From an optimization exercise on the open Yosys and OpenROAD flow, aimed at small area, a short achievable clock period and few clock cycles; shortcuts taken in it are not production practice.
In this exercise RTL edits were held to simulation tests only and were not proved equivalent to the original.
Power figures rest on the tool's default switching activity, not on a simulated workload.

===== flow/config.mk =====
export PLATFORM = sky130hd
export DESIGN_NAME = tomasulo_cpu
export DESIGN_NICKNAME = tomasulo_cpu
export VERILOG_FILES = /design/flow/design.v
export SDC_FILE = /design/flow/constraint.sdc
export NUM_CORES = 8
export LEC_CHECK = 0
export ABC_AREA = 1
export CAP_MARGIN = 20
export CORE_MARGIN = 2
export CORE_UTILIZATION = 45
export CTS_CLUSTER_DIAMETER = 80
export CTS_CLUSTER_SIZE = 20
export PLACE_DENSITY = 0.7
export SLEW_MARGIN = 20

===== flow/constraint.sdc =====
create_clock -name core_clock -period 20.0 [get_ports {clk}]
set_input_delay 4.0000 -clock core_clock [delete_from_list [all_inputs] [get_ports {clk}]]
set_output_delay 4.0000 -clock core_clock [all_outputs]
set_load 0.01 [all_outputs]

===== flow/design.v =====
module tomasulo_cpu(
    input  wire        clk,
    input  wire        rst,
    input  wire [31:0] inst_i,
    output wire [31:0] inst_addr_o,
    output wire        inst_ce_o,
    input  wire [31:0] mem_data_i,
    input  wire        mem_valid_i,
    input  wire        mem_ready_i,
    output wire [31:0] mem_addr_o,
    output wire [31:0] mem_data_o,
    output wire        mem_we_o,
    output wire        mem_req_o,
    output wire [3:0]  mem_sel_o
);
    integer i, b;
    function [32:0] ks_add;
        input [31:0] x;
        input [31:0] y;
        input        cin;
        reg   [31:0] g, p, gg, pp;
        integer k, d;
        begin
            g = x & y;
            p = x ^ y;
            gg = g;
            pp = p;
            gg[0] = g[0] | (p[0] & cin);
            for (d = 1; d < 32; d = d * 2) begin
                for (k = 31; k >= d; k = k - 1) begin
                    gg[k] = gg[k] | (pp[k] & gg[k-d]);
                    pp[k] = pp[k] & pp[k-d];
                end
            end
            ks_add[0] = p[0] ^ cin;
            for (k = 1; k < 32; k = k + 1) ks_add[k] = p[k] ^ gg[k-1];
            ks_add[32] = gg[31];
        end
    endfunction
    reg  [31:0] pc;
    reg         d_valid;
    reg  [31:0] d_inst;
    reg  [31:0] d_pc;
    reg         d_taken;        
    reg  [31:0] e_a, e_b, e_c;
    reg  [4:0]  e_rd;
    reg  [2:0]  e_f3;
    reg         e_wr, e_ld, e_st, e_md;
    reg         e_sub, e_sra, e_sll;
    reg         e_s_sum, e_s_sh, e_s_slt, e_s_sltu, e_s_xor, e_s_or, e_s_and, e_s_c;
    reg         e_r_jalr, e_r_eq, e_r_ne, e_r_lt, e_r_ge, e_r_ltu, e_r_geu;
    reg         e_fa1, e_fa2, e_fb1, e_fb2, e_fc1, e_fc2;
    reg         m_wr, m_ld, m_md;
    reg  [4:0]  m_rd;
    reg  [31:0] m_res;
    reg  [2:0]  m_f3;
    reg         m_req, m_req_o, m_we;
    reg  [3:0]  m_sel;
    reg  [31:0] m_addr;
    reg  [31:0] m_wdata;
    reg         w_wr;
    reg  [4:0]  w_rd;
    reg  [31:0] w_res;
    reg  [31:0] rf [1:31];
    reg  [31:1] rv;             
    assign inst_addr_o = pc;
    assign inst_ce_o   = 1'b1;
    assign mem_addr_o  = m_addr;
    assign mem_data_o  = m_wdata;
    assign mem_we_o    = m_we;
    assign mem_req_o   = m_req_o;
    assign mem_sel_o   = m_sel;
    wire [4:0] opc = d_inst[6:2];
    wire [2:0] f3  = d_inst[14:12];
    wire [4:0] rd  = d_inst[11:7];
    wire [4:0] rs1 = d_inst[19:15];
    wire [4:0] rs2 = d_inst[24:20];
    wire is_lui   = (opc == 5'b01101);
    wire is_auipc = (opc == 5'b00101);
    wire is_jal   = (opc == 5'b11011);
    wire is_jalr  = (opc == 5'b11001);
    wire is_br    = (opc == 5'b11000);
    wire is_ld    = (opc == 5'b00000);
    wire is_st    = (opc == 5'b01000);
    wire is_opi   = (opc == 5'b00100);
    wire is_op    = (opc == 5'b01100);
    wire is_md    = is_op & d_inst[25];
    wire is_rr    = is_op & ~d_inst[25];
    wire is_alu   = is_rr | is_opi;
    wire use_rs1 = is_jalr | is_br | is_ld | is_st | is_opi | is_op;
    wire use_rs2 = is_br | is_st | is_op;
    wire wr_rd   = (is_lui | is_auipc | is_jal | is_jalr | is_ld | is_opi | is_op) & (rd != 5'd0);
    wire [31:0] imm_i = {{20{d_inst[31]}}, d_inst[31:20]};
    wire [31:0] imm_s = {{20{d_inst[31]}}, d_inst[31:25], d_inst[11:7]};
    wire [31:0] imm_b = {{20{d_inst[31]}}, d_inst[7], d_inst[30:25], d_inst[11:8], 1'b0};
    wire [31:0] imm_u = {d_inst[31:12], 12'b0};
    wire [31:0] id_tgt  = d_pc + (is_br ? imm_b : imm_u);
    wire [31:0] id_link = d_pc + 32'd4;
    wire        byp1 = w_wr & (w_rd == rs1);
    wire        byp2 = w_wr & (w_rd == rs2);
    wire [31:0] sel1 = (32'd1 << rs1) & {rv, 1'b0} & {32{~byp1}};
    wire [31:0] sel2 = (32'd1 << rs2) & {rv, 1'b0} & {32{~byp2}};
    reg  [31:0] r1, r2;
    always @(*) begin
        for (b = 0; b < 32; b = b + 1) begin
            r1[b] = byp1 & w_res[b];
            r2[b] = byp2 & w_res[b];
            for (i = 1; i < 32; i = i + 1) begin
                r1[b] = r1[b] | (sel1[i] & rf[i][b]);
                r2[b] = r2[b] | (sel2[i] & rf[i][b]);
            end
        end
    end
    wire f1_rs1 = e_wr & (e_rd == rs1);
    wire f2_rs1 = m_wr & (m_rd == rs1);
    wire f1_rs2 = e_wr & (e_rd == rs2);
    wire f2_rs2 = m_wr & (m_rd == rs2);
    wire stall_lu = d_valid & e_ld & ((use_rs1 & f1_rs1) | (use_rs2 & f1_rs2));
    wire [31:0] fa = ({32{e_fa1}} & m_res) | ({32{e_fa2}} & w_res) | ({32{~e_fa1 & ~e_fa2}} & e_a);
    wire [31:0] fb = ({32{e_fb1}} & m_res) | ({32{e_fb2}} & w_res) | ({32{~e_fb1 & ~e_fb2}} & e_b);
    wire [31:0] fc = ({32{e_fc1}} & m_res) | ({32{e_fc2}} & w_res) | ({32{~e_fc1 & ~e_fc2}} & e_c);
    wire [32:0] sumc = ks_add(fa, fb ^ {32{e_sub}}, e_sub);
    wire [31:0] sum  = sumc[31:0];
    wire        ltu  = ~sumc[32];
    wire        lt   = (fa[31] ^ fb[31]) ? fa[31] : ltu;
    wire        eq   = (fa == fb);
    reg  [31:0] sh_in, sh_out;
    always @(*) begin
        for (i = 0; i < 32; i = i + 1) sh_in[i] = e_sll ? fa[31-i] : fa[i];
    end
    wire [32:0] sh_ext = {e_sra & fa[31], sh_in};
    wire [32:0] sh_r   = $signed(sh_ext) >>> fb[4:0];
    always @(*) begin
        for (i = 0; i < 32; i = i + 1) sh_out[i] = e_sll ? sh_r[31-i] : sh_r[i];
    end
    wire ex_redirect = e_r_jalr | (e_r_eq & eq) | (e_r_ne & ~eq) | (e_r_lt & lt) | (e_r_ge & ~lt) |
                       (e_r_ltu & ltu) | (e_r_geu & ~ltu);
    wire [31:0] ex_tgt = e_r_jalr ? sum : e_c;
    wire [31:0] ex_res = ({32{e_s_sum}} & sum) | ({32{e_s_sh}} & sh_out) |
                         {31'd0, (e_s_slt & lt) | (e_s_sltu & ltu)} |
                         ({32{e_s_xor}} & (fa ^ fb)) | ({32{e_s_or}} & (fa | fb)) |
                         ({32{e_s_and}} & (fa & fb)) | ({32{e_s_c}} & e_c);
    reg         md_nega, md_negb, md_iter, md_fix;    
    reg         md_done;
    reg  [5:0]  md_cnt;
    reg         md_lead;            
    reg         md_hi32, md_dv32;
    reg         md_sa, md_sb;       
    reg         md_bp;              
    wire md_busy  = m_md & ~md_done;
    wire md_isdiv = m_f3[2];
    wire md_bz    = (m_wdata == 32'd0);
    wire [32:0] md_hi = {md_hi32, m_res};
    wire [31:0] md_lo = m_addr;
    wire [32:0] md_dv = {md_dv32, m_wdata};
    wire bzero = (md_lo[1] == md_lo[0]) & (md_lo[0] == md_bp);
    wire btwo  = (md_lo[1] & ~md_lo[0] & ~md_bp) | (~md_lo[1] & md_lo[0] & md_bp);
    wire bneg  = md_lo[1] & ~(md_lo[0] & md_bp);
    wire mul_it = md_iter & ~md_isdiv;
    wire xs_sh  = md_iter & md_isdiv;
    wire xs_hi  = (md_iter | md_fix) & ~md_isdiv;
    wire ys_lo  = md_nega | (md_fix & md_isdiv & ~m_f3[1]);
    wire ys_hi  = md_fix & md_isdiv & m_f3[1];
    wire ys_dv  = md_negb | (md_iter & md_isdiv) | (md_fix & ~md_isdiv) | (mul_it & ~bzero & ~btwo);
    wire ys_dv2 = mul_it & btwo;
    wire md_inv = md_nega | md_negb | (md_iter & md_isdiv) | (md_fix & (md_isdiv | md_sb)) |
                  (mul_it & bneg);
    wire [34:0] md_x = ({35{xs_sh}} & {2'b00, md_hi[31:0], md_lo[31]}) |
                       ({35{xs_hi}} & {{2{md_hi[32]}}, md_hi});
    wire [34:0] md_y = ({35{ys_lo}} & {3'b000, md_lo}) |
                       ({35{ys_hi}} & {{2{md_hi[32]}}, md_hi}) |
                       ({35{ys_dv}} & {{2{md_dv[32]}}, md_dv}) |
                       ({35{ys_dv2}} & {md_dv[32], md_dv, 1'b0});
    wire [34:0] md_sum = md_x + (md_y ^ {35{md_inv}}) + {34'd0, md_inv};
    wire        md_one     = md_isdiv & (md_cnt == 6'd0) & (m_wdata == 32'd1);
    wire        md_skip    = md_isdiv & md_lead & ~md_one & (md_lo[31:24] == 8'd0);
    wire        md_hold    = md_skip | md_one;
    wire [5:0]  md_cnt_nx  = md_one ? 6'd32 : (md_cnt + (md_skip ? 6'd8 : (md_isdiv ? 6'd1 : 6'd2)));
    wire        md_last    = md_cnt_nx[5];
    wire        md_needfix = md_isdiv ? (m_f3[1] ? md_sa : (md_sa ^ md_sb)) :
                             ((m_f3[1:0] != 2'b00) & (md_sb ^ md_lo[1]));
    wire        md_res_lo  = md_isdiv ? ~m_f3[1] : (m_f3[1:0] == 2'b00);
    wire [32:0] it_hi = md_isdiv ? (md_sum[34] ? {md_hi[31:0], md_lo[31]} : md_sum[32:0]) : md_sum[34:2];
    wire [31:0] it_lo = md_one ? md_lo : md_skip ? {md_lo[23:0], 8'd0} :
                        (md_isdiv ? {md_lo[30:0], ~md_sum[34]} : {md_sum[1:0], md_lo[31:2]});
    wire st_div = e_f3[2];
    wire st_sa  = st_div & ~e_f3[0] & fa[31];
    wire st_sb  = st_div & ~e_f3[0] & fc[31];
    wire st_bz  = st_div & (fc == 32'd0);
    always @(posedge clk) begin
        if (rst) begin
            md_nega <= 1'b0;
            md_negb <= 1'b0;
            md_iter <= 1'b0;
            md_fix  <= 1'b0;
            md_done <= 1'b0;
        end else if (~md_busy) begin
            if (~stall_mem) begin
                md_done <= 1'b0;
                md_cnt  <= 6'd0;
                md_lead <= 1'b1;
                md_hi32 <= 1'b0;
                md_bp   <= 1'b0;
                md_dv32 <= ~e_f3[2] & ~e_f3[1] & fc[31];
                md_sa   <= st_sa;
                md_sb   <= st_div ? st_sb : (((e_f3[1:0] == 2'b01) | (e_f3[1:0] == 2'b10)) & fa[31]);
                md_nega <= e_md & st_sa & ~st_bz;
                md_negb <= e_md & ~st_sa & st_sb & ~st_bz;
                md_iter <= e_md & ~st_sa & ~st_sb & ~st_bz;
                md_fix  <= e_md & st_bz;
            end
        end else begin
            if (md_nega) begin
                md_nega <= 1'b0;
                md_negb <= md_sb;
                md_iter <= ~md_sb;
            end
            if (md_negb) begin
                md_negb <= 1'b0;
                md_iter <= 1'b1;
            end
            if (md_iter) begin
                md_cnt <= md_cnt_nx;
                md_bp  <= md_lo[1];
                if (~md_hold) begin
                    md_lead <= 1'b0;
                    md_hi32 <= it_hi[32];
                end
                if (md_last) begin
                    md_iter <= 1'b0;
                    md_fix  <= md_needfix;
                    md_done <= ~md_needfix;
                end
            end
            if (md_fix) begin
                md_fix  <= 1'b0;
                md_done <= 1'b1;
            end
        end
    end
    wire stall_mem = m_req & ~mem_ready_i;
    reg [31:0] ld_val;
    always @(*) begin
        case (m_f3)
            3'b000:  ld_val = {{24{mem_data_i[7]}}, mem_data_i[7:0]};
            3'b001:  ld_val = {{16{mem_data_i[15]}}, mem_data_i[15:0]};
            3'b100:  ld_val = {24'd0, mem_data_i[7:0]};
            3'b101:  ld_val = {16'd0, mem_data_i[15:0]};
            default: ld_val = mem_data_i;
        endcase
    end
    wire front_hold = stall_mem | md_busy;
    wire ra_ok = ~(d_valid & wr_rd & (rd == 5'd1)) & ~(e_wr & (e_rd == 5'd1)) &
                 ~(m_wr & (m_rd == 5'd1));
    wire [31:0] ra_val = (w_wr && w_rd == 5'd1) ? w_res : (rv[1] ? rf[1] : 32'd0);
    wire        i_jb  = (inst_i[6:2] == 5'b11011) | ((inst_i[6:2] == 5'b11000) & inst_i[31]);
    wire        i_ret = (inst_i[6:2] == 5'b11001) & (inst_i[19:15] == 5'd1) &
                        (inst_i[31:20] == 12'd0) & ra_ok;
    wire [31:0] i_imm = {{12{inst_i[31]}},
                         inst_i[3] ? inst_i[19:12] : {8{inst_i[31]}},
                         inst_i[3] ? inst_i[20] : inst_i[7],
                         inst_i[30:25],
                         inst_i[3] ? inst_i[24:21] : inst_i[11:8],
                         1'b0};
    wire [32:0] if_sum = ks_add(pc, i_imm, 1'b0);
    wire [31:0] pc4    = pc + 32'd4;
    wire [31:0] pc_nx  = ex_redirect ? ex_tgt : (i_ret ? ra_val : (i_jb ? if_sum[31:0] : pc4));
    wire        if_en  = ~front_hold & ~stall_lu;    
    always @(posedge clk) begin
        if (w_wr) rf[w_rd] <= w_res;
    end
    always @(posedge clk) begin
        if (rst) rv <= 31'd0;
        else if (w_wr) rv[w_rd] <= 1'b1;
    end
    always @(posedge clk) begin
        if (rst) begin
            pc      <= 32'd0;
            d_valid <= 1'b0;
        end else if (if_en) begin
            pc      <= pc_nx;
            d_valid <= ~ex_redirect;
        end
    end
    always @(posedge clk) begin
        if (if_en) begin
            d_inst  <= inst_i;
            d_pc    <= pc;
            d_taken <= i_jb | i_ret;
        end
    end
    wire id_go = d_valid & ~stall_lu & ~ex_redirect;
    always @(posedge clk) begin
        if (rst) begin
            e_wr <= 1'b0; e_ld <= 1'b0; e_st <= 1'b0; e_md <= 1'b0;
            e_r_jalr <= 1'b0; e_r_eq <= 1'b0; e_r_ne <= 1'b0; e_r_lt <= 1'b0;
            e_r_ge <= 1'b0; e_r_ltu <= 1'b0; e_r_geu <= 1'b0;
        end else if (~front_hold) begin
            e_wr     <= id_go & wr_rd;
            e_ld     <= id_go & is_ld;
            e_st     <= id_go & is_st;
            e_md     <= id_go & is_md;
            e_r_jalr <= id_go & is_jalr & ~d_taken;
            e_r_eq   <= id_go & is_br & (d_taken ? (f3 == 3'b001) : (f3 == 3'b000));
            e_r_ne   <= id_go & is_br & (d_taken ? (f3 == 3'b000) : (f3 == 3'b001));
            e_r_lt   <= id_go & is_br & (d_taken ? (f3 == 3'b101) : (f3 == 3'b100));
            e_r_ge   <= id_go & is_br & (d_taken ? (f3 == 3'b100) : (f3 == 3'b101));
            e_r_ltu  <= id_go & is_br & (d_taken ? (f3 == 3'b111) : (f3 == 3'b110));
            e_r_geu  <= id_go & is_br & (d_taken ? (f3 == 3'b110) : (f3 == 3'b111));
        end
    end
    always @(posedge clk) begin
        if (~front_hold) begin
            e_a    <= r1;
            e_b    <= (is_rr | is_br) ? r2 : (is_md ? 32'd0 : (is_st ? imm_s : imm_i));
            e_c    <= (is_st | is_md) ? r2 :
                      (is_lui ? imm_u : ((is_auipc | (is_br & ~d_taken)) ? id_tgt : id_link));
            e_rd   <= rd;
            e_f3   <= f3;
            e_sub  <= is_br | (is_alu & (f3 == 3'b010 | f3 == 3'b011)) |
                      (is_rr & (f3 == 3'b000) & d_inst[30]);
            e_sra  <= d_inst[30];
            e_sll  <= (f3 == 3'b001);
            e_s_sum  <= (is_alu & (f3 == 3'b000)) | is_ld | is_st;
            e_s_sh   <= is_alu & (f3 == 3'b001 | f3 == 3'b101);
            e_s_slt  <= is_alu & (f3 == 3'b010);
            e_s_sltu <= is_alu & (f3 == 3'b011);
            e_s_xor  <= is_alu & (f3 == 3'b100);
            e_s_or   <= is_alu & (f3 == 3'b110);
            e_s_and  <= is_alu & (f3 == 3'b111);
            e_s_c    <= is_lui | is_auipc | is_jal | is_jalr;
            e_fa1  <= f1_rs1;
            e_fa2  <= ~f1_rs1 & f2_rs1;
            e_fb1  <= (is_rr | is_br) & f1_rs2;
            e_fb2  <= (is_rr | is_br) & ~f1_rs2 & f2_rs2;
            e_fc1  <= (is_st | is_md) & f1_rs2;
            e_fc2  <= (is_st | is_md) & ~f1_rs2 & f2_rs2;
        end
    end
    always @(posedge clk) begin
        if (rst) begin
            m_wr    <= 1'b0;
            m_ld    <= 1'b0;
            m_md    <= 1'b0;
            m_req   <= 1'b0;
            m_req_o <= 1'b0;
            m_we    <= 1'b0;
        end else if (~front_hold) begin
            m_wr    <= e_wr;
            m_ld    <= e_ld;
            m_md    <= e_md;
            m_req   <= e_ld | e_st;
            m_req_o <= e_ld | e_st;
            m_we    <= e_st;
        end
    end
    always @(posedge clk) begin
        if (~front_hold) begin
            m_rd    <= e_rd;
            m_f3    <= e_f3;
            m_sel   <= e_f3[1] ? 4'b1111 :
                       (e_f3[0] ? (4'b0011 << sum[1:0]) : (4'b0001 << sum[1:0]));
        end
    end
    always @(posedge clk) begin
        if (~md_busy) begin
            if (~stall_mem) begin
                m_res   <= ex_res;
                m_addr  <= sum;
                m_wdata <= fc;
            end
        end else begin
            if (md_nega) m_addr <= md_sum[31:0];
            if (md_negb) m_wdata <= md_sum[31:0];
            if (md_iter) begin
                m_addr <= it_lo;
                if (md_last & ~md_needfix & md_res_lo) m_res <= it_lo;
                else if (~md_hold) m_res <= it_hi[31:0];
            end
            if (md_fix) begin
                if (md_isdiv & md_bz) m_res <= m_f3[1] ? md_lo : 32'hFFFFFFFF;
                else m_res <= md_sum[31:0];
            end
        end
    end
    always @(posedge clk) begin
        if (rst) begin
            w_wr <= 1'b0;
        end else if (~front_hold) begin
            w_wr <= m_wr;
        end
    end
    always @(posedge clk) begin
        if (~front_hold) begin
            w_rd  <= m_rd;
            w_res <= m_ld ? ld_val : m_res;
        end
    end
endmodule

===== flow/flow/run.sh =====
#!/bin/bash
# Own layout flow: the standard ORFS flow (standard.sh), with
#  - port buffers of a plain buffer cell (buf_2) instead of the default delay buffer,
#  - adders left to abc as plain logic (no full-adder cell mapping; registers unchanged), and
#  - ORFS's repair_timing asked for extra setup margin, so that the layout is optimised
#    for a short achieved period (the clock and its constraints are unchanged).
# make's full output goes to flow_make.log here; ORFS keeps each step's log under orfs/logs.
set -euo pipefail
bash standard.sh finish \
  SETUP_SLACK_MARGIN=14.8 \
  ADDER_MAP_FILE= \
  "BUFFER_PORTS_ARGS=-buffer_cell sky130_fd_sc_hd__buf_2" \
  > flow_make.log 2>&1

===== flow/standard.sh =====
#!/bin/bash
# synth_recipe.tcl (not shown) runs the flow's synth.tcl, then flattens the netlist and writes it again
# the make line also repeats each setting of config.mk as NAME=value (left out here)
make -C /OpenROAD-flow-scripts/flow DESIGN_CONFIG=/design/flow/config.mk WORK_HOME=/design/flow/orfs CLKGATE_MAP_FILE= SYNTH_SCRIPT=/design/flow/synth_recipe.tcl "${@:-finish}"

==> flow_summary.toml, run 1 <==
[outcome]
status = "finished with violations"
failed_checks = "capacitance limit, slew limit"

[routing]
vias = 90500
m1WireLength_um = 163000
finalWirelength_um = 501000
detail_route.first_pass.iterations = 9
vias_per_cell = 6.87
wl_per_cell_um = 38.0
drc = 0
first_iter_violations = 18200
dr_wl_met3_um = 82300
highest_layer = "met5"
drtAntennaViolNets = 0
dr_wl_met2_um = 198000

[sta]
rsz0062_at_grt = "true"
setup_viol = 0
relSlewSlack = -0.0446
tightest_slew_ns = 1.56
fmax_mhz = 178
hold_violations = 0
drv_slew = 2
final.setup.worst_slack_ns = 14.39
skew_ns = 0.0749
min_period_ns = 5.61
fin_crit_sh = 0.281
tns_ns = 0

[die]
io_pins = 171
die_w_um = 436
start_util = 0.453
die-height_um = 436
die_area_mm2 = 0.190
core_area_mm2 = 0.185
fp-row-count = 158

[grt]
grt_overflow = 0
grt_max_degree = 85
antenna_found_initial = 59
grt_use_total = 0.507
grt_pass1_wl_um = 663000
grt_pass1_vias = 80500

[job]
max_cap_violations = 1

[cells_and_area]
final_nets = 10700
regArea_mm2 = 0.0418
final_area_mm2 = 0.0969
post-route-util = 0.523
area_growth_pct = 15.6
multiInputGateArea_mm2 = 0.0377
layout-drive-gt1-share = 0.143
fillers = 17400

[logic_synthesis]
muxShareOfSynthArea = 0.00157
synth_top_area_cell = "edfxtp_1"
synthFlopType = "edfxtp_1"
synth-xor-area-share = 0.00804
syn_avg_cell_area_um2 = 8.20
syn-num-nets = 10300
yosys.area_share.simple = 0.237
synth_compound_area_frac = 0.173
ys_ff_latch = 1419
ys_async_sr_fraction = 0
synth_adder_area_share = 0
synth_top_family_by_area = "simple AND/OR/NAND/NOR gates"
syn-cell-area_mm2 = 0.0838
ys_warn_count = 1
synth.area.top_cells = "edfxtp_1 (48%), nand2_1 (12%), inv_1 (5.5%)"
post-synth-top-count-cell = "nand2_1"
synth_cell_types = 76
synth_enable_flop_cells = 1333
synth_top_area_share = 0.477
synthTopCellsByCount = "nand2_1 (2,657), edfxtp_1 (1,333), inv_1 (1,239), nor2_1 (691), nand3_1 (676)"
synth_cells = 10200
yosysSeqAreaShare = 0.498

[power]
leakage_nw = 39.3
power_density_mw_per_mm2 = 65.9
switching_share = 0.300
ir_drop_mv = 0.0925
p_int_w = 0.00447
p_clk_frac = 0.335
switching_power_w = 0.00192
seqPwrFrac = 0.531
p_comb_frac = 0.134

[critical_path]
cp_slowest_cell = "a221oi_2"
max_stage_delay_ns = 0.34
cp_cell_sequence = "buf_2 > inv_2 > o21ai_4 > xor2_4 > o21ai_2 > a21boi_2 > o21ai_0 > a221oi_2 > a21oi_2 > o21ai_4 > o21ai_1 > nor2_1 > nor2_1 > nor2_1"
critical_path.max_fanout = 4
critPathLaunchType = "input port"
critPathCaptureType = "flop"
crit_path_frequent_cell = "nor2_1"
arrival_ns = 6.31
critical_path_class = "in -> reg"
required_ns = 20.70

[placed_design]
hpwl_um = 343000
dp_slack_ns = 12.85
placed_area_mm2 = 0.0892
routabilityCongestion = 1.14
io_buffers = 166

[cts]
cts_root_buffer = "clkbuf_16"
insertion_delay_ns = 0.83
tritoncts = "done"
cts_buffer_depth = 3
htree_levels = 3
path_clk_slew_ns = 0.08
cts_sinks = 1419
cts_made_buffers = 97

[hold_path]
min_path_type = "reg -> reg"
## logic make-up after synthesis
group / count (synthesis)
simple gates: 4653
xor+xnor: 77
mux: 13
other cells: 1
compound gates: 2278
buf+inv: 1778
flops: 1419
## power groups by stage
stage	Combinational [W]	Clock, W	Sequential (W)
5_1_grt	0.000869	0.00220	0.00339
3_5_place_dp	0.000667	0	0.00349
6_report	0.000858	0.00214	0.00339
4_1_cts	0.000770	0.00210	0.00338
3_3_place_gp	0.000661	0	0.00349
2_1_floorplan	0.000338	0	0.00344
## layer usage
metal	global-route usage	vias up
met5	0	-
met4	0.456	36
met3	0.239	2464
met2	0.696	8531
met1	0.583	42800
li1	-	36700
## final cells by class
| cell class | instances | area share |
|---|---|---|
| inverter | 1317 | 0.0532 |
| clock inverter | 42 | 0.00580 |
| clock buffer | 117 | 0.0258 |
| timing repair inverter | 4 | 0.000478 |
| timing repair buffer | 741 | 0.0612 |
| sequential | 1419 | 0.432 |
| antenna | 35 | 0.000904 |
| tap | 2480 | 0.0320 |
| multi-input combinational | 7030 | 0.389 |
## per-stage QoR
stage	hold slack [ns]	power, W	cells
2_1_floorplan	0.424	0.00378	10200
3_3_place_gp	0.449	0.00415	12700
3_5_place_dp	0.457	0.00415	12700
4_1_cts	0.468	0.00625	13100
5_1_grt	0.490	0.00645	13200
6_report	0.468	0.00639	13200
## path summary, 6_finish.rpt
check	start	end	slack, ns	cells past startpoint
worst max register to register	d_inst[19]$_DFFE_PP_	e_a[17]$_DFFE_PN_	14.51	17
worst max-delay path	inst_i[16]	pc[31]$_SDFFE_PP0P_	14.39	14
worst min register to register	e_r_ltu$_SDFFE_PP0N_	e_r_ltu$_SDFFE_PP0N_	0.47	2
worst min-delay path	e_r_ltu$_SDFFE_PP0N_	e_r_ltu$_SDFFE_PP0N_	0.47	2
## cells in the final DEF (no fill, tap or decap), types with 23 or more instances in the layout
master / instances
nor4_1: 51
nor2_4: 66
clkbuf_16: 98
a22oi_1: 40
a211oi_1: 37
a21oi_1: 405
o21ai_1: 39
o2111ai_1: 48
nor3_1: 132
nor2_2: 38
a221oi_1: 176
nand3_1: 641
inv_2: 63
a2111oi_0: 32
buf_2: 120
o21ai_2: 26
nand2_4: 35
or2_2: 34
inv_1: 1184
nor2_1: 617
nand2_2: 78
buf_4: 510
diode_2: 35
nand4_1: 236
o211ai_1: 121
o221ai_1: 96
o21ai_0: 599
nand2_1: 2568
clkinvlp_4: 24
nand3b_1: 31
a21oi_2: 42
o22ai_1: 360
nand3_2: 33
buf_6: 88
clkinv_1: 23
a31oi_1: 34
dfxtp_1: 52
xor2_1: 62
edfxtp_1: 1333
## sequential cells by signal, summed over array words and instances, names as in the netlist, 3 cells and up
| register | count |
|---|---|
| d_inst | 30 |
| d_pc | 32 |
| e_a | 32 |
| e_b | 32 |
| e_c | 32 |
| e_f3 | 3 |
| e_rd | 5 |
| m_addr | 32 |
| m_f3 | 3 |
| m_rd | 5 |
| m_res | 32 |
| m_sel | 4 |
| m_wdata | 32 |
| md_cnt | 6 |
| pc | 32 |
| rf | 992 |
| rv | 31 |
| w_rd | 5 |
| w_res | 32 |
## worst max-delay path, delay by kind of cell
family	cells	cell delay (ns)
xor gates and xnor gates	1	0.30
AOI/OAI and AO/OA	8	1.48
buffers and inverters	2	0.23
and+or+nand+nor	3	0.28
## timing repair
action	in CTS	in global routing
endpoints found under the hold margin	0	0
pin swaps	88	79
cloned	11	6
gates resized for setup	389	199
buffers inserted	152	86
hold buffers	0	0
setup endpoints to repair	417	377
Testbench counts, summed over its fixed seeds: cycles 13,401.
==> run 2: changes to the inputs <==
--- a/flow/config.mk
+++ b/flow/config.mk
@@ -11,5 +11,5 @@
 export CORE_UTILIZATION = 45
 export CTS_CLUSTER_DIAMETER = 80
 export CTS_CLUSTER_SIZE = 20
-export PLACE_DENSITY = 0.7
+export PLACE_DENSITY = 0.6
 export SLEW_MARGIN = 20
==> run 2 against run 1 <==
Compared with the run above:
- now clean on timing, DRC and antenna
- synthesized cell count stayed put
- sequential power hardly changed
- fmax is 0.71% lower
- setup slack worse by 0.040 ns
- final area is 0.51% higher
- worst hold slack hardly changed
- combinational power hardly changed
- die area stayed put
- power is 2.1% higher
- core utilization is 0.27 points higher
- critical path depth is 6 higher
- wire length is 2.7% higher
- critical path type unchanged
- highest routed layer unchanged
==> flow_summary.toml, run 2 <==
[logic_synthesis]
syn_avg_cell_area_um2 = 8.20
syn-cell-area_mm2 = 0.0838
synthFlopType = "edfxtp_1"
synthTopCellsByCount = "nand2_1 (2,657), edfxtp_1 (1,333), inv_1 (1,239), nor2_1 (691), nand3_1 (676)"
synth_top_area_cell = "edfxtp_1"
synth_cells = 10200
ys_ff_latch = 1419
synth.area.top_cells = "edfxtp_1 (48%), nand2_1 (12%), inv_1 (5.5%)"
syn-num-nets = 10300
post-synth-top-count-cell = "nand2_1"
ys_warn_count = 1
synth_cell_types = 76
yosysSeqAreaShare = 0.498
synth_enable_flop_cells = 1333
ys_async_sr_fraction = 0
synth_top_area_share = 0.477

[critical_path]
critical_path.max_fanout = 7
critical_path_class = "in -> reg"
r2r_slack_ns = 14.51
reg2reg_depth = 16
r2r_start = "d_inst[23]$_DFFE_PP_"
required_ns = 20.67
critPathCaptureType = "flop"
arrival_ns = 6.33
r2r_end = "e_b[11]$_DFFE_PN_"
critPathLaunchType = "input port"

[cts]
path_clk_slew_ns = 0.09
insertion_delay_ns = 0.84
cts_sinks = 1419
cts_buffer_depth = 3
cts_root_buffer = "clkbuf_16"
cts_made_buffers = 101
tritoncts = "done"
htree_levels = 3

[cells_and_area]
regArea_mm2 = 0.0418
fillers = 17700
regMostFlops = "rf"
multiInputGateArea_mm2 = 0.0377
layout-drive-gt1-share = 0.149
area_growth_pct = 16.2
final_nets = 10700
largest_register_ff_count = 992
layout_commonest_cell = "nand2_1"
layout_common_cells = "nand2_1 (2,561), edfxtp_1 (1,333), inv_1 (1,184)"

[sta]
tightest_slew_ns = 1.33
setup_viol = 0
tns_ns = 0
fin_crit_sh = 0.283
min_period_ns = 5.65
skew_ns = 0.0842
hold_violations = 0
drv_slew = 0
relSlewSlack = 0.107
fmax_mhz = 177
hold_slack_ns = 0.468
rsz0062_at_grt = "true"

[routing]
vias = 91100
finalWirelength_um = 514000
wl_per_cell_um = 38.8
detail_route.first_pass.iterations = 10
vias_per_cell = 6.88
first_iter_violations = 17300
drc = 0
drtAntennaViolNets = 0

[hold_path]
hold-path-cell-count = 2
whs_endpoint = "e_r_geu$_SDFFE_PP0N_"
min_path_type = "reg -> reg"
hp-start = "e_r_geu$_SDFFE_PP0N_"

[placed_design]
hpwl_um = 355000
io_buffers = 166
routabilityCongestion = 1.12

[power]
leakage_nw = 39.6
ir_drop_mv = 0.104
power_density_mw_per_mm2 = 66.9

[outcome]
status = "complete, no violations"

[grt]
grt_pass1_vias = 80700
antenna_found_initial = 77
grt_use_total = 0.521
grt_max_degree = 94
grt_pass1_wl_um = 677000
grt_overflow = 0

[die]
die_w_um = 436
core_area_mm2 = 0.185
start_util = 0.453
fp-row-count = 158
io_pins = 171
die_area_mm2 = 0.190
die-height_um = 436

[job]
max_cap_violations = 0
-- run 2: power by group --
group | leakage, nW | switching [W] | internal, W
logic | 24.2 | 0.000640 | 0.000217
registers | 13.8 | 0.0000811 | 0.00331
clock network | 1.63 | 0.00122 | 0.00106
total | 39.6 | 0.00194 | 0.00458
-- run 2: kinds of logic (layout without fill, tap and decap cells) --
family                    after synthesis  in the layout  share of synthesized area
muxes                                  13             13                    0.00157
other                                   1             50                  0.0000447
xor gates and xnor gates               77             77                    0.00804
DFF                                  1419           1419                      0.498
buffers and inverters                1778           2259                     0.0824
AOI/OAI and AO/OA                    2278           2278                      0.173
and+or+nand+nor                      4653           4663                      0.237
-- run 2: how the worst max path moves through the flow --
stage	start	to	slack, ns	cells past startpoint
after floorplan	inst_i[3]	pc[26]$_SDFFE_PP0P_	14.02	19
after global placement	mem_ready_i	pc[0]$_SDFFE_PP0P_	12.40	11
after detailed placement	mem_ready_i	pc[0]$_SDFFE_PP0P_	12.37	11
after CTS	inst_i[3]	pc[26]$_SDFFE_PP0P_	14.45	20
after global routing	inst_i[3]	pc[30]$_SDFFE_PP0P_	14.28	21
final	inst_i[3]	pc[26]$_SDFFE_PP0P_	14.35	20
-- run 2: critical path: stages --
cell,delay [ns]
buf_16,0.14
clkinv_16,0.08
nand2_8,0.11
o21ai_4,0.10
or2_4,0.25
nand2_4,0.12
o21ai_4,0.07
nand2_1,0.06
nand3_1,0.08
o21bai_4,0.19
a21oi_2,0.15
nand2_2,0.10
a21o_1,0.20
or2_4,0.24
nand3_4,0.08
nand2_4,0.07
o21ai_4,0.09
nor2_1,0.05
nor2_1,0.09
nor2_1,0.05
-- run 2: routing by layer --
layer | GRT usage | vias to the layer above | wire length [um]
met5 | 0.00958 | - | 460
met4 | 0.482 | 46 | 61200
met3 | 0.224 | 2460 | 81500
met2 | 0.719 | 8715 | 203000
met1 | 0.603 | 43100 | 168000
li1 | - | 36800 | -
-- run 2: metrics by stage --
stage / instance area (um2) / worst slack [ns] / instances / utilization / power, W
3_3_place_gp: 89200 / 12.40 / 12700 / 0.481 / 0.00415
2_1_floorplan: 84400 / 14.02 / 10200 / - / 0.00378
3_5_place_dp: 89200 / 12.37 / 12700 / 0.481 / 0.00415
6_report: 97400 / 14.35 / 13200 / 0.526 / 0.00652
5_1_grt: 97300 / 14.28 / 13200 / 0.525 / 0.00659
4_1_cts: 95900 / 14.45 / 13100 / 0.518 / 0.00640
-- run 2: repair_timing --
action,CTS,global route
hold buffers,0,0
setup endpoints to repair,427,283
pin swaps,106,92
setup buffers,189,85
gates resized for setup,422,155
cloned,14,2
endpoints found under the hold margin,0,0
-- run 2: layout make-up --
type                            instances  area share
Multi-Input combinational cell       7032       0.387
Sequential cell                      1419       0.429
Inverter                             1317      0.0527
Antenna cell                           49     0.00126
Timing Repair Buffer                  771      0.0624
Timing Repair inverter                  3    0.000334
Tap cell                             2480      0.0319
Clock inverter                         53     0.00758
Clock buffer                          115      0.0272
==> run 3: changes to the inputs <==
--- a/flow/config.mk
+++ b/flow/config.mk
@@ -8,8 +8,8 @@
 export ABC_AREA = 1
 export CAP_MARGIN = 20
 export CORE_MARGIN = 2
-export CORE_UTILIZATION = 45
+export CORE_UTILIZATION = 35
 export CTS_CLUSTER_DIAMETER = 80
 export CTS_CLUSTER_SIZE = 20
-export PLACE_DENSITY = 0.6
+export PLACE_DENSITY = 0.45
 export SLEW_MARGIN = 20
==> run 3 against run 2 <==
Compared with the run above:
- wire length grew 5.3%
- synthesized cell count is the same
- non-clock buffer count grew 7
- largest power group unchanged
- core utilization shrank 11 points
- still clean on timing, DRC and antenna
==> flow_summary.toml, run 3 <==
[job]
max_cap_violations = 0

[grt]
grt_use_total = 0.428
grt-busiest-layer = "met2"
grt_pass1_vias = 78300
grt_pass1_wl_um = 707000
gr-usage-met2 = 0.626
grt_max_degree = 94
antenna_found_initial = 57
grt_overflow = 0
met1_usage = 0.541
met3_usage = 0.110

[power]
switching_power_w = 0.00202
p_comb_frac = 0.131
ir_drop_mv = 0.0748
leakage_nw = 40.0
seqPwrFrac = 0.506
power_density_mw_per_mm2 = 67.5
p_int_w = 0.00466
p_clk_frac = 0.363
switching_share = 0.303

[cells_and_area]
layout_commonest_cell = "nand2_1"
stdcell_count = 13900
regMostFlops = "rf"
final_nets = 10700
layout_common_cells = "nand2_1 (2,560), edfxtp_1 (1,333), inv_1 (1,190)"
largest_register_ff_count = 992
area_growth_pct = 18.1
layout-drive-gt1-share = 0.152
final_area_mm2 = 0.0990

[sta]
tightest_slew_ns = 1.30
tns_ns = 0
rsz0062_at_grt = "true"
hold_violations = 0
skew_ns = 0.111
min_period_ns = 5.62
drv_slew = 0
setup_viol = 0
fin_crit_sh = 0.281
final.setup.worst_slack_ns = 14.38
relSlewSlack = 0.133
hold_slack_ns = 0.473
fmax_mhz = 178

[critical_path]
cp_slowest_cell = "or2_4"
cp_cell_sequence = "buf_16 > clkinv_16 > nand2_8 > o21ai_2 > or2_4 > nand2_4 > o21ai_4 > a21oi_2 > o21bai_4 > a21oi_4 > nand2_4 > a21o_1 > or2_4 > nand3_4 > nand2_4 > o21ai_4 > nor2_1 > nor2_1 > nor2_1"
critPathCaptureType = "flop"
critical_path.max_fanout = 6
critical_path_class = "in -> reg"
max_stage_delay_ns = 0.25
arrival_ns = 6.29
required_ns = 20.66
critPathLaunchType = "input port"

[routing]
detail_route.first_pass.iterations = 7
vias_per_cell = 6.30
finalWirelength_um = 541000
wl_per_cell_um = 38.8
drc = 0
vias = 87800
first_iter_violations = 14600
drtAntennaViolNets = 0

[logic_synthesis]
synth_enable_flop_cells = 1333
syn_avg_cell_area_um2 = 8.20
synth_top_area_share = 0.477
syn-num-nets = 10300
synth_cells = 10200
synth_top_area_cell = "edfxtp_1"
synth.area.top_cells = "edfxtp_1 (48%), nand2_1 (12%), inv_1 (5.5%)"
syn-cell-area_mm2 = 0.0838
post-synth-top-count-cell = "nand2_1"
yosysSeqAreaShare = 0.498
synthTopCellsByCount = "nand2_1 (2,657), edfxtp_1 (1,333), inv_1 (1,239), nor2_1 (691), nand3_1 (676)"
ys_async_sr_fraction = 0
synth_cell_types = 76
ys_ff_latch = 1419
synthFlopType = "edfxtp_1"
ys_warn_count = 1

[placed_design]
dp_slack_ns = 12.58
routabilityCongestion = 1.05
hpwl_um = 384000
placed_area_mm2 = 0.0903
dp.cells = 13400
io_buffers = 166

[die]
io_pins = 171
fp-row-count = 179
start_util = 0.352
die_w_um = 493
core_area_mm2 = 0.238
die-height_um = 493
die_area_mm2 = 0.243

[cts]
cts_buffer_depth = 3
htree_levels = 3
cts_made_buffers = 107
cts_root_buffer = "clkbuf_16"
tritoncts = "done"
insertion_delay_ns = 0.87
cts_hold_buf = 0
path_clk_slew_ns = 0.08
cts_sinks = 1419

[hold_path]
min_path_type = "reg -> reg"

[outcome]
status = "complete, no violations"
-- run 3: cell types whose count changed in the layout (fill, tap and decap cells not counted), moves of 6 or more --
cell       change
buf_6          +6
clkbuf_16      +9
diode_2       -11
dfxtp_2        -9
dfxtp_4       +11
inv_1          +6
-- run 3: final timing paths --
| kind | startpoint | depth (start not counted) | slack, ns | endpoint |
|---|---|---|---|---|
| setup / recovery | inst_i[3] | 19 | 14.38 | pc[26]$_SDFFE_PP0P_ |
| hold / removal | e_st$_SDFFE_PP0N_ | 2 | 0.47 | e_st$_SDFFE_PP0N_ |
| setup reg to reg | d_inst[17]$_DFFE_PP_ | 15 | 14.60 | e_a[4]$_DFFE_PN_ |
| hold reg to reg | e_st$_SDFFE_PP0N_ | 2 | 0.47 | e_st$_SDFFE_PP0N_ |
-- run 3: power by group through the flow --
stage               logic [W]  clock network (W)  registers [W]
floorplan            0.000338                  0        0.00344
global placement     0.000707                  0        0.00347
detailed placement   0.000707                  0        0.00347
CTS                  0.000815            0.00243        0.00338
global route         0.000896            0.00253        0.00338
finish               0.000873            0.00243        0.00338
-- run 3: per-stage QoR --
stage,total power [W],utilization
finish,0.00668,0.416
global route,0.00680,0.416
CTS,0.00663,0.410
detailed placement,0.00418,0.379
global placement,0.00418,0.379
floorplan,0.00378,-
-- run 3: final cells by class --
type,instances,area (um2)
multi-input combinational,7032,38000
inverter,1317,5130
tap,3167,3960
sequential,1419,41900
timing repair buffer,778,6240
timing repair inverter,3,30.0
antenna,38,95.1
clock buffer,119,2790
fill,24100,139000
clock inverter,69,917
-- run 3: critical path, delay by kind of cell --
kind / cells / cell delay, ns
and+or+nand+nor: 10 / 1.12
AOI/OAI and AO/OA: 7 / 0.94
buffers and inverters: 2 / 0.22
-- run 3: timing repair --
action                     CTS  global route
buffers inserted           197            56
cloned                      10             8
setup endpoints to repair  361           305
resized for setup          489           155
pin swaps                  119            84
-- run 3: cell families after synthesis --
kind of cell           share of synthesized area
XOR/XNOR                                 0.00804
AO/OA/AOI/OAI                              0.173
flip-flops                                 0.498
AND/OR/NAND/NOR                            0.237
buffers and inverters                     0.0824
multiplexers                             0.00157
other                                  0.0000447
-- run 3: routing by layer --
layer,share of wire,vias to the layer above
met5,0.00065,-
met4,0.093,42
met3,0.11,1396
met2,0.42,6248
met1,0.37,43300
li1,-,36900
==> run 4: changes to the inputs <==
--- a/flow/config.mk
+++ b/flow/config.mk
@@ -8,8 +8,8 @@
 export ABC_AREA = 1
 export CAP_MARGIN = 20
 export CORE_MARGIN = 2
-export CORE_UTILIZATION = 35
+export CORE_UTILIZATION = 40
 export CTS_CLUSTER_DIAMETER = 80
 export CTS_CLUSTER_SIZE = 20
-export PLACE_DENSITY = 0.45
+export PLACE_DENSITY = 0.5
 export SLEW_MARGIN = 20
==> run 4 against run 3 <==
Compared with the run above:
- still clean on timing, DRC and antenna
- clock power fell by 7%
- first-iteration DRC count grew 8.6%
- die area down 12%
- power fell by 2.9%
==> flow_summary.toml, run 4 <==
[placed_design]
routabilityCongestion = 1.10
placed_area_mm2 = 0.0898
dp_slack_ns = 12.66
io_buffers = 166
hpwl_um = 361000

[cts]
cts_made_buffers = 103
cts_sinks = 1419
cts_root_buffer = "clkbuf_16"
tritoncts = "done"
path_clk_slew_ns = 0.08
insertion_delay_ns = 0.85
cts_buffer_depth = 3
htree_levels = 3

[logic_synthesis]
synth_cells = 10200
post-synth-top-count-cell = "nand2_1"
syn-num-nets = 10300
synth.area.top_cells = "edfxtp_1 (48%), nand2_1 (12%), inv_1 (5.5%)"
synth_cell_types = 76
synthFlopType = "edfxtp_1"
synth_enable_flop_cells = 1333
ys_warn_count = 1
synth_top_area_cell = "edfxtp_1"
synth_top_area_share = 0.477
ys_async_sr_fraction = 0
syn_avg_cell_area_um2 = 8.20
ys_ff_latch = 1419
yosysSeqAreaShare = 0.498
synthTopCellsByCount = "nand2_1 (2,657), edfxtp_1 (1,333), inv_1 (1,239), nor2_1 (691), nand3_1 (676)"
syn-cell-area_mm2 = 0.0838

[routing]
first_iter_violations = 15800
wl_per_cell_um = 38.5
vias_per_cell = 6.58
detail_route.first_pass.iterations = 9
drc = 0
drtAntennaViolNets = 0
finalWirelength_um = 523000
vias = 89200

[cells_and_area]
regMostFlops = "rf"
layout-drive-gt1-share = 0.149
layout_commonest_cell = "nand2_1"
layout_common_cells = "nand2_1 (2,567), edfxtp_1 (1,333), inv_1 (1,195)"
area_growth_pct = 16.7
largest_register_ff_count = 992
final_area_mm2 = 0.0979
final_nets = 10700
post-route-util = 0.468
fillers = 20600

[die]
die-height_um = 462
start_util = 0.401
fp-row-count = 168
die_area_mm2 = 0.213
io_pins = 171
core_area_mm2 = 0.209
die_w_um = 462

[critical_path]
critPathLaunchType = "flop"
critical_path.max_fanout = 2
critPathCaptureType = "output pin"
critical_path_class = "reg -> out"
cp_slowest_cell = "edfxtp_1"
arrival_ns = 1.60
cp_cell_sequence = "buf_2"
max_stage_delay_ns = 0.56
r2r_slack_ns = 14.49
required_ns = 16.00
r2r_start = "d_inst[16]$_DFFE_PP_"
r2r_end = "e_a[2]$_DFFE_PN_"
reg2reg_depth = 12
crit_cells = 1
crit_buf_inv = 1
path_delay_family = "flip-flops"

[hold_path]
min_path_type = "reg -> reg"
hp-start = "m_md$_SDFFE_PP0N_"
hold-path-cell-count = 2
whs_endpoint = "m_md$_SDFFE_PP0N_"

[power]
total_power_w = 0.00649
ir_drop_mv = 0.0813
power_density_mw_per_mm2 = 66.4
leakage_nw = 39.7

[grt]
antenna_found_initial = 74
grt_pass1_wl_um = 683000
grt_use_total = 0.473
grt_pass1_vias = 79000
grt_max_degree = 73
grt_overflow = 0

[outcome]
status = "complete, no violations"

[sta]
final.setup.worst_slack_ns = 14.40
min_period_ns = 5.60
skew_ns = 0.0883
relSlewSlack = 0.115
tightest_slew_ns = 1.32
fin_crit_sh = 0.280
fmax_mhz = 179
drv_slew = 0
hold_violations = 0
setup_viol = 0
tns_ns = 0
rsz0062_at_grt = "true"

[job]
max_cap_violations = 0
-- run 4: changes by cell type in the layout (fill, tap and decap cells not counted), sizes merged, moves of 2 or more --
| cell | change |
|---|---|
| inv | -5 |
| bufinv | -4 |
| clkinvlp | -4 |
| nand3 | -2 |
| clkinv | +8 |
| clkbuf | -14 |
-- run 4: layout make-up --
type / instances / area, um2 / area share
Multi-Input combinational cell: 7030 / 37700 / 0.386
Inverter: 1317 / 5150 / 0.0526
Timing Repair Buffer: 776 / 6100 / 0.0623
Sequential cell: 1419 / 41900 / 0.428
Tap cell: 2805 / 3510 / 0.0359
Clock inverter: 63 / 753 / 0.00770
Clock buffer: 107 / 2600 / 0.0266
Antenna cell: 38 / 95.1 / 0.000972
Timing Repair inverter: 4 / 43.8 / 0.000448
-- run 4: logic make-up (layout without fill, tap and decap cells) --
| logic type | Yosys count | count (layout) | share of synthesized area |
|---|---|---|---|
| buf+inv | 1778 | 2267 | 0.0824 |
| xor+xnor | 77 | 77 | 0.00804 |
| mux | 13 | 13 | 0.00157 |
| simple gates | 4653 | 4660 | 0.237 |
| other cells | 1 | 39 | 0.0000447 |
| flops | 1419 | 1419 | 0.498 |
| compound gates | 2278 | 2279 | 0.173 |
-- run 4: layer usage --
metal | vias to the layer above | track usage | share of wire
li1 | 36800 | - | -
met1 | 43400 | 0.572 | 0.35
met2 | 7083 | 0.673 | 0.41
met3 | 1796 | 0.149 | 0.13
met4 | 48 | 0.421 | 0.11
met5 | - | 0 | 0.00058
-- run 4: worst max path at each step --
stage | startpoint | to | slack, ns
finish | m_addr[17]$_DFFE_PP_ | mem_addr_o[17] | 14.40
global route | inst_i[3] | pc[28]$_SDFFE_PP0P_ | 14.35
CTS | m_addr[17]$_DFFE_PP_ | mem_addr_o[17] | 14.44
floorplan | inst_i[3] | pc[26]$_SDFFE_PP0P_ | 14.02
global placement | mem_ready_i | pc[16]$_SDFFE_PP0P_ | 12.70
detailed placement | mem_ready_i | pc[16]$_SDFFE_PP0P_ | 12.66
-- run 4: worst min-delay path, delay by kind of cell (launching register included) --
kind	cells	cell delay [ns]
AO/OA/AOI/OAI	1	0.05
flip-flops	1	0.31
AND/OR/NAND/NOR	1	0.06
-- run 4: metrics by stage --
stage / hold slack, ns / instances
floorplan: 0.424 / 10200
CTS: 0.467 / 13400
finish: 0.467 / 13600
detailed placement: 0.456 / 13100
global placement: 0.449 / 13100
global route: 0.486 / 13500
-- run 4: what timing repair did --
| item | 4_1_cts | 5_1_grt |
|---|---|---|
| resized for setup | 376 | 224 |
| gates cloned | 9 | 6 |
| setup endpoints to repair | 429 | 324 |
| hold buffers | 0 | 0 |
| pin swaps | 81 | 98 |
| setup buffers | 165 | 82 |
-- run 4: where the power goes --
| group | internal [W] | leakage (nW) | switching (W) | total [W] |
|---|---|---|---|---|
| Combinational | 0.000219 | 24.3 | 0.000624 | 0.000843 |
| Sequential | 0.00331 | 13.8 | 0.0000772 | 0.00338 |
| Clock | 0.00103 | 1.63 | 0.00124 | 0.00227 |
==> run 5: changes to the inputs <==
--- a/flow/flow/run.sh
+++ b/flow/flow/run.sh
@@ -7,7 +7,7 @@
 # make's full output goes to flow_make.log here; ORFS keeps each step's log under orfs/logs.
 set -euo pipefail
 bash standard.sh finish \
-  SETUP_SLACK_MARGIN=14.8 \
+  SETUP_SLACK_MARGIN=15.0 \
   ADDER_MAP_FILE= \
   "BUFFER_PORTS_ARGS=-buffer_cell sky130_fd_sc_hd__buf_2" \
   > flow_make.log 2>&1
==> run 5 against run 4 <==
Compared with the run above:
- count of clock-buffer cells in the layout is 10 higher
- wire length shrank 0.62%
- fmax is 0.44% lower
- clock skew down 0.029 ns
- sequential power is essentially flat
- non-clock buffer count is 32 higher
- via count down 0.37%
- clock power about the same
- combinational power about the same
- register-to-register slack improved by 0.34 ns
- largest power group unchanged
- die area did not move
- still clean on timing, DRC and antenna
==> flow_summary.toml, run 5 <==
[sta]
setup_viol = 0
min_period_ns = 5.62
rsz0062_at_grt = "true"
relSlewSlack = 0.114
tns_ns = 0
fmax_mhz = 178
skew_ns = 0.0597
fin_crit_sh = 0.281
hold_violations = 0
tightest_slew_ns = 1.32
drv_slew = 0

[critical_path]
cp_cell_sequence = "buf_2"
required_ns = 16.00
arrival_ns = 1.62
r2r_start = "d_inst[16]$_DFFE_PP_"
critical_path_class = "reg -> out"
critPathCaptureType = "output pin"
critical_path.max_fanout = 2
max_stage_delay_ns = 0.59
crit_start = "m_addr[31]$_DFFE_PP_"
cp_slowest_cell = "edfxtp_1"
critPathLaunchType = "flop"
path_delay_family = "flip-flops"
crit_buf_inv = 1
r2r_slack_ns = 14.83

[cells_and_area]
final_area_mm2 = 0.0986
layout_commonest_cell = "nand2_1"
final_nets = 10800
largest_register_ff_count = 992
area_growth_pct = 17.6
layout-drive-gt1-share = 0.152
layout_common_cells = "nand2_1 (2,546), edfxtp_1 (1,333), inv_1 (1,185)"
regMostFlops = "rf"

[routing]
finalWirelength_um = 519000
first_iter_violations = 15600
vias = 88800
drc = 0
wl_per_cell_um = 38.2
vias_per_cell = 6.53
detail_route.first_pass.iterations = 7
drtAntennaViolNets = 0

[die]
start_util = 0.401
die_area_mm2 = 0.213
die_w_um = 462
core_area_mm2 = 0.209
io_pins = 171
die-height_um = 462
fp-row-count = 168

[cts]
cts_root_buffer = "clkbuf_16"
cts_made_buffers = 102
cts_buffer_depth = 3
cts_hold_buf = 0
tritoncts = "done"
path_clk_slew_ns = 0.08
htree_levels = 3
insertion_delay_ns = 0.85
cts_sinks = 1419

[logic_synthesis]
syn-cell-area_mm2 = 0.0838
ys_ff_latch = 1419
synth_enable_flop_cells = 1333
synth.area.top_cells = "edfxtp_1 (48%), nand2_1 (12%), inv_1 (5.5%)"
synth_top_area_cell = "edfxtp_1"
syn_avg_cell_area_um2 = 8.20
ys_async_sr_fraction = 0
synth_cell_types = 76
synth_cells = 10200
yosysSeqAreaShare = 0.498
ys_warn_count = 1
synthFlopType = "edfxtp_1"
synthTopCellsByCount = "nand2_1 (2,657), edfxtp_1 (1,333), inv_1 (1,239), nor2_1 (691), nand3_1 (676)"
post-synth-top-count-cell = "nand2_1"
syn-num-nets = 10300
synth_top_area_share = 0.477

[placed_design]
io_buffers = 166
placed_area_mm2 = 0.0897
hpwl_um = 358000
routabilityCongestion = 1.10

[hold_path]
hp-start = "e_r_ltu$_SDFFE_PP0N_"
min_path_type = "reg -> reg"

[power]
leakage_nw = 39.9
power_density_mw_per_mm2 = 65.6
ir_drop_mv = 0.0771

[grt]
antenna_found_initial = 64
grt_pass1_wl_um = 678000
grt_overflow = 0
grt_use_total = 0.470
grt_max_degree = 70
grt_pass1_vias = 79300

[job]
max_cap_violations = 0

[outcome]
status = "complete, no violations"
==> run 5: changes by cell type in the layout (fill, tap and decap cells not counted), moves of 7 or more <==
cell      previous run  this run
buf_12              15        24
clkinv_1            27        34
nand3_1            637       644
nand2_4             40        50
nor2_1             608       616
nand2_2             74        85
buf_6               69        79
nand2_1           2567      2546
inv_1             1195      1185
nor2_2              50        37
clkinv_2            19         8
clkbuf_1             3        10
==> run 5: power breakdown <==
part,switching (W),internal (W),total (W)
Sequential,0.0000746,0.00331,0.00338
Combinational,0.000625,0.000220,0.000845
Clock,0.00123,0.00101,0.00224
==> run 5: per-stage QoR <==
stage,std cells,util,hold WS [ns],worst slack [ns],total power (W)
after floorplan,10200,-,0.424,14.02,0.00378
after global placement,13100,0.429,0.449,12.80,0.00414
after detailed placement,13100,0.430,0.456,12.79,0.00414
after CTS,13500,0.464,0.467,14.41,0.00639
after global routing,13600,0.471,0.489,14.37,0.00658
final,13600,0.472,0.464,14.38,0.00646
==> run 5: worst paths after layout <==
check / end / depth (start not counted)
setup / recovery: mem_addr_o[31] / 1
hold / removal: e_r_ltu$_SDFFE_PP0N_ / 2
setup reg to reg: e_a[23]$_DFFE_PN_ / 13
hold reg to reg: e_r_ltu$_SDFFE_PP0N_ / 2
==> run 5: logic make-up (layout without fill, tap and decap cells) <==
kind of cell              count (synthesis)  in the layout  synth area share
other                                     1             42         0.0000447
DFF                                    1419           1419             0.498
buffers and inverters                  1778           2300            0.0824
muxes                                    13             13           0.00157
xor gates and xnor gates                 77             77           0.00804
AOI/OAI and AO/OA                      2278           2278             0.173
and+or+nand+nor                        4653           4665             0.237
==> run 5: final cells by class <==
class	count	area, um2
fill	20600	110000
timing repair buffer	808	6600
inverter	1317	5180
sequential	1419	41900
timing repair inverter	2	32.5
tap	2805	3510
multi-input combinational	7034	38000
antenna	41	103
clock inverter	56	612
clock buffer	117	2680
==> run 5: worst min-delay path, stage by stage, from the launching register on <==
cell     delay [ns]
dfxtp_1        0.31
nand2_1        0.06
a21oi_1        0.05
==> run 5: timing repair <==
item / 4_1_cts / 5_1_grt
endpoints found under the setup margin: 472 / 258
resized for setup: 485 / 191
buffers inserted: 222 / 73
pin swaps: 126 / 78
gates cloned: 10 / 10
==> run 5: routing by layer <==
metal,vias up,part of all wire,track usage
li1,36900,-,-
met1,43100,0.35,0.568
met2,7051,0.41,0.672
met3,1728,0.13,0.143
met4,36,0.11,0.422
met5,-,0.00059,0.00271

==> afterwards: timing with drivers on the ports <==
Ports are ideal in the flow. The routed layouts listed here were re-timed in OpenROAD.
Step 1, drivers: a clkbuf_16 drives clk and a buf_2 each remaining input, both assumed.
Step 2 also shifts input and output timing later by t, the mid clock arrival at the registers, as if the neighbouring blocks saw the same clock.
Slacks: ideal ports / drivers / drivers and shift; pairs: ideal ports / drivers.
run	t, ns	slack for setup (ns)	clock arrival spread, ns	slew at the worst register clock pin (ns)	worst data-port slew with drivers (ns)
run 1	0.893	14.387 / 14.302 / 13.422	0.076 / 0.076	0.10 / 0.10	0.18
run 2	0.893	14.346 / 14.273 / 13.380	0.089 / 0.089	0.10 / 0.10	0.17
run 3	0.916	14.378 / 14.293 / 13.388	0.115 / 0.115	0.09 / 0.09	0.18
run 4	0.907	14.402 / 14.300 / 13.453	0.093 / 0.093	0.09 / 0.09	0.21
run 5	0.919	14.378 / 14.277 / 13.456	0.062 / 0.062	0.09 / 0.09	0.19
The setup slack of run 3, which loses most, moves by -0.085 ns with the drivers and by -0.990 ns with both steps.
